From an optimization exercise on the open Yosys and OpenROAD flow, aimed at small area, a short achievable clock period and few clock cycles; shortcuts taken in it are not production practice.
Function was checked by simulation only, so behaviour that the tests miss may differ from the original.

==> v24: inputs <==
// CHIP
module CHIP (	mem_read_D,
				mem_write_D,
				mem_addr_D,
				mem_rdata_D,
				mem_wdata_D,
				mem_ready_D,
				mem_read_I,
				mem_write_I,
				mem_addr_I,
				mem_rdata_I,
				mem_wdata_I,
				mem_ready_I,
				clk,
				rst_n,
				DCACHE_addr,
				DCACHE_wdata,
				DCACHE_wen
				);
output			mem_read_I;
output			mem_write_I;
output	[31:4]	mem_addr_I;
input	[127:0]	mem_rdata_I;
output	[127:0]	mem_wdata_I;
input			mem_ready_I;
output			mem_read_D;
output			mem_write_D;
output	[31:4]	mem_addr_D;
input	[127:0]	mem_rdata_D;
output	[127:0]	mem_wdata_D;
input			mem_ready_D;
input			clk, rst_n;
output	[29:0]	DCACHE_addr;
output	[31:0]	DCACHE_wdata;
output			DCACHE_wen;
integer i, j;
reg  [13:0] pc;
reg         id_v;              
reg  [31:0] id_ins;
reg  [13:0] id_pc4;
reg         ex_wr, ex_ld, ex_st, ex_beq, ex_jr;
reg         id_rp, ex_rp;      
reg  [13:0] ras;               
reg  [4:0]  ex_rd;
reg  [31:0] ex_a;              
reg  [31:0] ex_b;              
reg         ex_sub;            
reg         ex_s_add, ex_s_and, ex_s_or, ex_s_xor, ex_s_nor, ex_s_sll, ex_s_srl,
            ex_s_slt, ex_s_link;
reg  [13:0] ex_pc4;
reg  [13:0] ex_bt;             
reg  [13:0] ex_im;             
reg         w_wr;
reg  [4:0]  w_rd;
reg  [31:0] w_d;               
reg  [13:2] w_addr;            
reg  [31:0] w_sd;              
reg         st_q;              
reg  [31:0] rf [0:31];
reg  [31:0] rf_ok;             
wire        dstall;            
wire        lu;                
wire        redir;             
reg  [127:0] ic_data [0:5];        
reg  [8:0]  ic_tag [0:5];
reg  [5:0]  ic_val;
reg  [1:0]  ic_age [0:5];          
reg         iq_v;                  
reg  [9:0]  iq_line;
reg         ib_busy;               
reg  [9:0]  ib_line;
wire [9:0]  pc_line = pc[13:4];
reg  [9:0]  nx_line;               
reg  [5:0]  ih, inh;               
  ...
export LEC_CHECK = 0
export CAP_MARGIN = 20
export CORE_MARGIN = 2
export CORE_UTILIZATION = 60
export CTS_BUF_LIST = sky130_fd_sc_hd__clkbuf_16
export CTS_CLUSTER_DIAMETER = 80
export CTS_CLUSTER_SIZE = 20
export SLEW_MARGIN = 20
export TNS_END_PERCENT = 20
create_clock -name core_clock -period 12.0 [get_ports {clk}]
standard.sh (not shown) runs the stock make flow with config.mk's settings and CLKGATE_MAP_FILE= SYNTH_SCRIPT=/design/flow/synth_recipe.tcl, a recipe that flattens the netlist after the stock synthesis.
==> flow/flow/run.sh <==
#!/bin/bash
# Layout flow: the standard ORFS flow (standard.sh, standard synthesis
# unchanged; config.mk's settings come in through config.mk), with three
# layout settings changed:
#  - timing repair aims for 8 ns of setup slack, so it keeps sizing and
#    buffering the critical paths well below the 12 ns clock period;
#  - cell sizing may swap cells of any footprint (the platform default only
#    allows swaps between cells of the same footprint);
#  - the port buffers are sky130_fd_sc_hd__buf_2 instead of delay buffers.
# make's full output goes to flow_make.log; every ORFS step also keeps its own
# log under orfs/logs/.
set -euo pipefail
cd "$(dirname "$0")/.."
bash standard.sh \
  SETUP_SLACK_MARGIN=8.0 \
  MATCH_CELL_FOOTPRINT=0 \
  "BUFFER_PORTS_ARGS=-buffer_cell sky130_fd_sc_hd__buf_2" \
  finish > flow_make.log 2>&1
==> inputs of v18, as changes to v24 <==
--- a/flow/design.v
+++ b/flow/design.v
@@ -32,28 +32,29 @@
 output	[29:0]	DCACHE_addr;
 output	[31:0]	DCACHE_wdata;
 output			DCACHE_wen;
 integer i, j;
 reg  [13:0] pc;
 reg         id_v;              
 reg  [31:0] id_ins;
 reg  [13:0] id_pc4;
+reg  [31:0] id_rs_oh, id_rt_oh;  
 reg         ex_wr, ex_ld, ex_st, ex_beq, ex_jr;
 reg         id_rp, ex_rp;      
 reg  [13:0] ras;               
 reg  [4:0]  ex_rd;
 reg  [31:0] ex_a;              
 reg  [31:0] ex_b;              
 reg         ex_sub;            
 reg         ex_s_add, ex_s_and, ex_s_or, ex_s_xor, ex_s_nor, ex_s_sll, ex_s_srl,
             ex_s_slt, ex_s_link;
 reg  [13:0] ex_pc4;
 reg  [13:0] ex_bt;             
-reg  [13:0] ex_im;             
+reg  [13:0] ex_addr;           
 reg         w_wr;
 reg  [4:0]  w_rd;
 reg  [31:0] w_d;               
 reg  [13:2] w_addr;            
 reg  [31:0] w_sd;              
 reg         st_q;              
 reg  [31:0] rf [0:31];
 reg  [31:0] rf_ok;             
@@ -182,43 +183,35 @@
 reg         db_busy;               
 reg         db_rd;                 
 reg         f_pend;                
 reg  [9:0]  f_line;
 reg  [DN-1:0] f_oh;                
 reg         f_st;                  
 reg  [1:0]  f_word;
 reg  [31:0] f_data;
+reg         f_ld;                  
+reg         f_arm;                 
 reg         d_req_q;               
-reg         pf_q;                  
-reg  [9:0]  pf_base;
-wire [13:0] m_sum = ex_a[13:0] + ex_im;
-wire [4:0]  m_lo = {1'b0, ex_a[3:0]} + {1'b0, ex_im[3:0]};
-wire [9:0]  m_line = m_sum[13:4];
-wire [1:0]  m_word = m_lo[3:2];
-wire [9:0]  la = ex_a[13:4];
-wire [9:0]  lb = ex_im[13:4];
-wire        lc = m_lo[4];
-wire [9:0]  pf_line = pf_base + 10'd1;   
+wire [9:0]  m_line = ex_addr[13:4];
+wire [1:0]  m_word = ex_addr[3:2];
+wire [9:0]  ex_nline = m_line + 10'd1;  
 wire        m_mem = ex_ld | ex_st;
-reg  [9:0]  sa_z, sa_c;
 reg  [DN-1:0] dh, dnh, v_oh;
 reg  [DNB-1:0] h_age;
 reg  [31:0] m_cw;
 reg  [127:0] v_line;
 reg  [9:0]  v_tag;
 reg         v_found;
 always @(*) begin
 	h_age = 0;
 	m_cw = 32'd0;
 	for (i = 0; i < DN; i = i + 1) begin
-		sa_z = la ^ lb ^ dc_tag[i];
-		sa_c = (la & lb) | ((la ^ lb) & ~dc_tag[i]);
-		dh[i] = dc_val[i] & (sa_z[0] == lc) & (sa_z[9:1] == sa_c[8:0]);
-		dnh[i] = dc_val[i] & (dc_tag[i] == pf_line);
+		dh[i] = dc_val[i] & (dc_tag[i] == m_line);
+		dnh[i] = dc_val[i] & (dc_tag[i] == ex_nline);
 		if (dh[i]) h_age = h_age | dc_age[i];
 		m_cw = m_cw | ({32{dh[i]}} & dc_data[i*4 + m_word]);
 	end
 	v_oh = 0;
 	v_found = 1'b0;
 	for (i = 0; i < DN; i = i + 1)
 		if (~v_found & ~dc_val[i]) begin v_oh[i] = 1'b1; v_found = 1'b1; end
 	for (i = 0; i < DN; i = i + 1)
@@ -237,23 +230,26 @@
 wire        dc_vdirty = |(v_oh & dc_val & dc_dirty);
 wire        d_acc = (dq_rd | dq_wr) & (~db_busy | mem_ready_D);
 wire        d_rdy = db_busy & db_rd;   
 wire        d_fill = d_rdy & mem_ready_D;
 wire        d_conf = f_pend & |(dh & f_oh);
 wire        d_hitok = dc_hit & ~d_conf;
 wire        d_free = ~f_pend & ~dq_rd & ~dq_wr;
 wire        d_issue = d_free & m_mem & ~dc_hit;
-wire        d_pf = (PF != 0) & pf_q & d_free & ~(m_mem & ~dc_hit) & ~(|dnh);
+wire        d_pf = (PF != 0) & d_free & ex_ld & d_hitok & (m_word >= PFW) & ~(|dnh);
 wire        d_req = d_issue | d_pf;
-assign      dstall = m_mem & ~d_hitok & ~(d_issue & ex_st);
+wire        d_fwd = f_arm & mem_ready_D;
+wire        d_go_early = ~m_mem | d_hitok | (d_issue & ex_st);
+assign      dstall = ~(d_go_early | (f_arm & mem_ready_D));
 assign mem_read_D  = dq_rd;
 assign mem_write_D = dq_wr;
 assign mem_addr_D  = {18'd0, dq_line};
 assign mem_wdata_D = dq_wdata;
+wire [31:0] m_fw = mem_rdata_D[32*m_word +: 32];
 wire        m_stw = ex_st & d_hitok;
 reg  [31:0] dw_sd [0:DN-1];        
 reg  [DN*4-1:0] dw_st;             
 reg  [DN*4-1:0] dw_en;
 always @(*) begin
 	for (i = 0; i < DN; i = i + 1) begin
 		dw_sd[i] = (f_pend & f_oh[i]) ? f_data : ex_b;
 		for (j = 0; j < 4; j = j + 1) begin
@@ -277,60 +273,65 @@
 		dc_dirty <= 0;
 		for (i = 0; i < DN; i = i + 1)
 			dc_age[i] <= i;
 		dq_rd <= 1'b0;
 		dq_wr <= 1'b0;
 		wb_pend <= 1'b0;
 		db_busy <= 1'b0;
 		f_pend <= 1'b0;
+		f_ld <= 1'b0;
+		f_arm <= 1'b0;
 		d_req_q <= 1'b0;
-		pf_q <= 1'b0;
 	end else begin
 		d_req_q <= d_req;
-		pf_q <= ex_ld & d_hitok & (m_word >= PFW);
+		if (d_acc & dq_rd & f_ld)
+			f_arm <= 1'b1;
+		else if (mem_ready_D)
+			f_arm <= 1'b0;
 		if (d_req) begin
 			dq_rd <= 1'b1;
 			wb_pend <= dc_vdirty;
 			f_pend <= 1'b1;
+			f_ld <= d_issue & ex_ld;
 		end else if (d_acc) begin
 			dq_rd <= 1'b0;
 			dq_wr <= dq_rd & wb_pend;
 			wb_pend <= 1'b0;
 		end
 		if (d_acc)
 			db_busy <= 1'b1;
 		else if (mem_ready_D)
 			db_busy <= 1'b0;
 		if (d_fill) begin
 			dc_val <= dc_val | f_oh;
 			dc_dirty <= (dc_dirty & ~f_oh) | ({DN{f_st}} & f_oh) | ({DN{m_stw}} & dh);
 			f_pend <= 1'b0;
+			f_ld <= 1'b0;
 		end else if (m_stw)
 			dc_dirty <= dc_dirty | dh;
 		if (dage_upd)
 			for (i = 0; i < DN; i = i + 1) begin
 				if (du[i])
 					dc_age[i] <= 0;
 				else if (dc_age[i] < du_age)
 					dc_age[i] <= dc_age[i] + 1'b1;
 			end
 	end
 end
 always @(posedge clk) begin
 	if (d_acc)
 		db_rd <= dq_rd;
-	pf_base <= m_line;
 	if (d_req_q) begin
 		dq_wdata <= v_line;
 		wb_line <= v_tag;
 	end
 	if (d_req) begin
-		dq_line <= d_issue ? m_line : pf_line;
-		f_line <= d_issue ? m_line : pf_line;
+		dq_line <= d_issue ? m_line : ex_nline;
+		f_line <= d_issue ? m_line : ex_nline;
 		f_oh <= v_oh;
 		f_st <= d_issue & ex_st;
 		f_word <= m_word;
 		f_data <= ex_b;
 	end else if (d_acc)
 		dq_line <= d_req_q ? v_tag : wb_line;
 	for (i = 0; i < DN*4; i = i + 1)
 		if (dw_en[i])
@@ -371,36 +372,35 @@
 wire        f_sll  = is_r & (fn == 6'h00);
 wire        f_srl  = is_r & ((fn == 6'h02) | (fn == 6'h03));
 wire        f_slt  = (is_r & (fn == 6'h2A)) | (op == 6'h0A);
 wire        f_link = is_jal | is_jalr;
 wire        id_sub = f_sub | f_slt;
 wire        f_add  = ~(f_sub | f_and | f_or | f_xor | f_nor | f_sll | f_srl | f_slt | f_link | is_lw);
 wire        byp_a = w_wr & (w_rd == rs);
 wire        byp_b = w_wr & (w_rd == rt);
-wire [31:0] id_rs_oh = 32'd1 << rs;
-wire [31:0] id_rt_oh = 32'd1 << rt;
-wire        ok_a = |(id_rs_oh & rf_ok);
-wire        ok_b = |(id_rt_oh & rf_ok);
+wire [31:0] rs_oh = id_rs_oh & rf_ok;
+wire [31:0] rt_oh = id_rt_oh & rf_ok;
 reg  [31:0] rf_ra, rf_rb;
 always @(*) begin
 	rf_ra = 32'd0;
 	rf_rb = 32'd0;
 	for (i = 0; i < 32; i = i + 1) begin
-		rf_ra = rf_ra | ({32{id_rs_oh[i]}} & rf[i]);
-		rf_rb = rf_rb | ({32{id_rt_oh[i]}} & rf[i]);
+		rf_ra = rf_ra | ({32{rs_oh[i]}} & rf[i]);
+		rf_rb = rf_rb | ({32{rt_oh[i]}} & rf[i]);
 	end
 end
-wire [31:0] rf_a = ({32{byp_a}} & w_d) | ({32{~byp_a & ok_a}} & rf_ra);
-wire [31:0] rf_b = ({32{byp_b}} & w_d) | ({32{~byp_b & ok_b}} & rf_rb);
+wire [31:0] rf_a = byp_a ? w_d : rf_ra;
+wire [31:0] rf_b = byp_b ? w_d : rf_rb;
 wire        fwd_a = ex_wr & (ex_rd == rs);
 wire        fwd_b = ex_wr & (ex_rd == rt);
 wire        use_imm = ~is_r & ~is_sw & ~is_beq;
 wire [31:0] id_imm = {{16{id_ins[15]}}, id_ins[15:0]};
-assign      lu = 1'b0;
+assign      lu = id_v & (((is_lw | is_sw) & ex_wr & (ex_rd == rs)) | (f_arm & (fwd_a | fwd_b)));
+wire [13:0] id_addr = byp_a ? w_d[13:0] + id_ins[13:0] : rf_ra[13:0] + id_ins[13:0];
 wire [31:0] fa = ex_a;
 wire [31:0] fb = ex_b;
 wire [31:0] o2 = ex_b;
 wire [31:0] ad_b = o2 ^ {32{ex_sub}};
 reg  [31:0] ad_g, ad_p, ad_s;
 integer lv;
 always @(*) begin
 	ad_g = fa & ad_b;
@@ -422,17 +422,17 @@
 	({32{ex_s_or}}   & (fa | o2)) |
 	({32{ex_s_xor}}  & (fa ^ o2)) |
 	({32{ex_s_nor}}  & ~(fa | o2)) |
 	({32{ex_s_sll & ~sh_big}} & sh_l) |
 	({32{ex_s_srl & ~sh_big}} & sh_r) |
 	({32{ex_s_slt}}  & {31'd0, ~ad_g[31]}) |
 	({32{ex_s_link}} & {18'd0, ex_pc4}) |
 	({32{ex_ld}}     & m_cw);
-wire [31:0] ex_res = ex_res_c;
+wire [31:0] ex_res = ex_res_c | ({32{f_arm}} & m_fw);
 wire        ex_taken = (ex_beq & (fa == fb)) | (ex_jr & ~(ex_rp & (fa[13:0] == ex_pc4)));
 wire [13:0] ex_tgt = ex_jr ? fa[13:0] : ex_bt;
 assign      redir = ex_taken & ~dstall;
 wire        id_hold = dstall | lu;
 always @(posedge clk or negedge rst_n) begin
 	if (~rst_n) begin
 		pc <= 14'd0;
 		id_v <= 1'b0;
@@ -472,16 +472,18 @@
 		st_q <= ~dstall & ex_st;
 		if (w_wr)
 			rf_ok[w_rd] <= 1'b1;
 	end
 end
 always @(posedge clk) begin
 	if (~id_hold & ~redir & if_hit) begin
 		id_ins <= if_ins;
+		id_rs_oh <= 32'd1 << if_ins[25:21];
+		id_rt_oh <= 32'd1 << if_ins[20:16];
 		id_pc4 <= if_ret ? ras : pc4;
 	end
 	if (~dstall) begin
 		ex_rd <= d_rd;
 		ex_a <= ({32{fwd_a}} & ex_res_c) | ({32{~fwd_a}} & rf_a);
 		ex_b <= ({32{use_imm}} & id_imm) | ({32{~use_imm & fwd_b}} & ex_res_c) | ({32{~use_imm & ~fwd_b}} & rf_b);
 		ex_sub <= id_sub;
 		ex_s_add <= f_add | f_sub;
@@ -490,18 +492,18 @@
 		ex_s_xor <= f_xor;
 		ex_s_nor <= f_nor;
 		ex_s_sll <= f_sll;
 		ex_s_srl <= f_srl;
 		ex_s_slt <= f_slt;
 		ex_s_link <= f_link;
 		ex_pc4 <= id_pc4;
 		ex_bt <= id_pc4 + {id_ins[11:0], 2'b00};
-		ex_im <= id_ins[13:0];
+		ex_addr <= id_addr;
 	end
 	w_rd <= ex_rd;
 	w_d <= ex_res;
-	w_addr <= m_sum[13:2];
+	w_addr <= ex_addr[13:2];
 	w_sd <= ex_b;
 	if (w_wr)
 		rf[w_rd] <= w_d;
 end
 endmodule
==> impl_metrics.tcl <==
set metrics [dict create \
    p_clk_share_pct 28.1 \
    row_count 165 \
    outcome "timing/DRC/antenna clean" \
    fin_crit_sh_pct 36.2 \
    path_max_fanout 14 \
]
The numbers above come from v24.

==> impl_metrics.tcl <==
set metrics [dict create \
    outcome "timing/DRC/antenna clean" \
    multi_input_area_share_pct 30.4 \
    p_clk_share_pct 20.0 \
    path_max_fanout 10 \
    flops_and_latches 2767 \
    p_comb_share_pct 32.0 \
    startpoint "iq_line[8]" \
    nNonClkBuffers 862 \
]
The numbers above come from v18.

Testbench counts of v24, summed over its fixed seeds: cycles 76,899.
Testbench counts of v18, summed over its fixed seeds: cycles 76,391.

-- port drivers added, routing unchanged --
In the flow no input, the clock included, has a driving cell. The finished layouts below were timed again as built, in two steps. Step 1 sets driving cells, clkbuf_16 on the clock port and buf_2 on the other inputs (assumed; they add their load-dependent delay and slew). Step 2, shift: input delay + t, output delay - t, t = (earliest + latest rising clock arrival at the registers) / 2. This alone moves slack from input paths to output paths. Three values: ideal, step 1, step 2; two values: the first two.
run | t, ns | slack for setup (ns) | worst data-port slew with drivers (ns)
v24 | 0.966 | 7.652 / 7.652 / 7.652 | 0.12
v18 | 0.961 | 7.733 / 7.619 / 7.445 | 0.12
After both steps every run listed still meets setup and hold. The setup slack of v18, which loses most, moves by -0.114 ns with the drivers and by -0.288 ns with both steps.
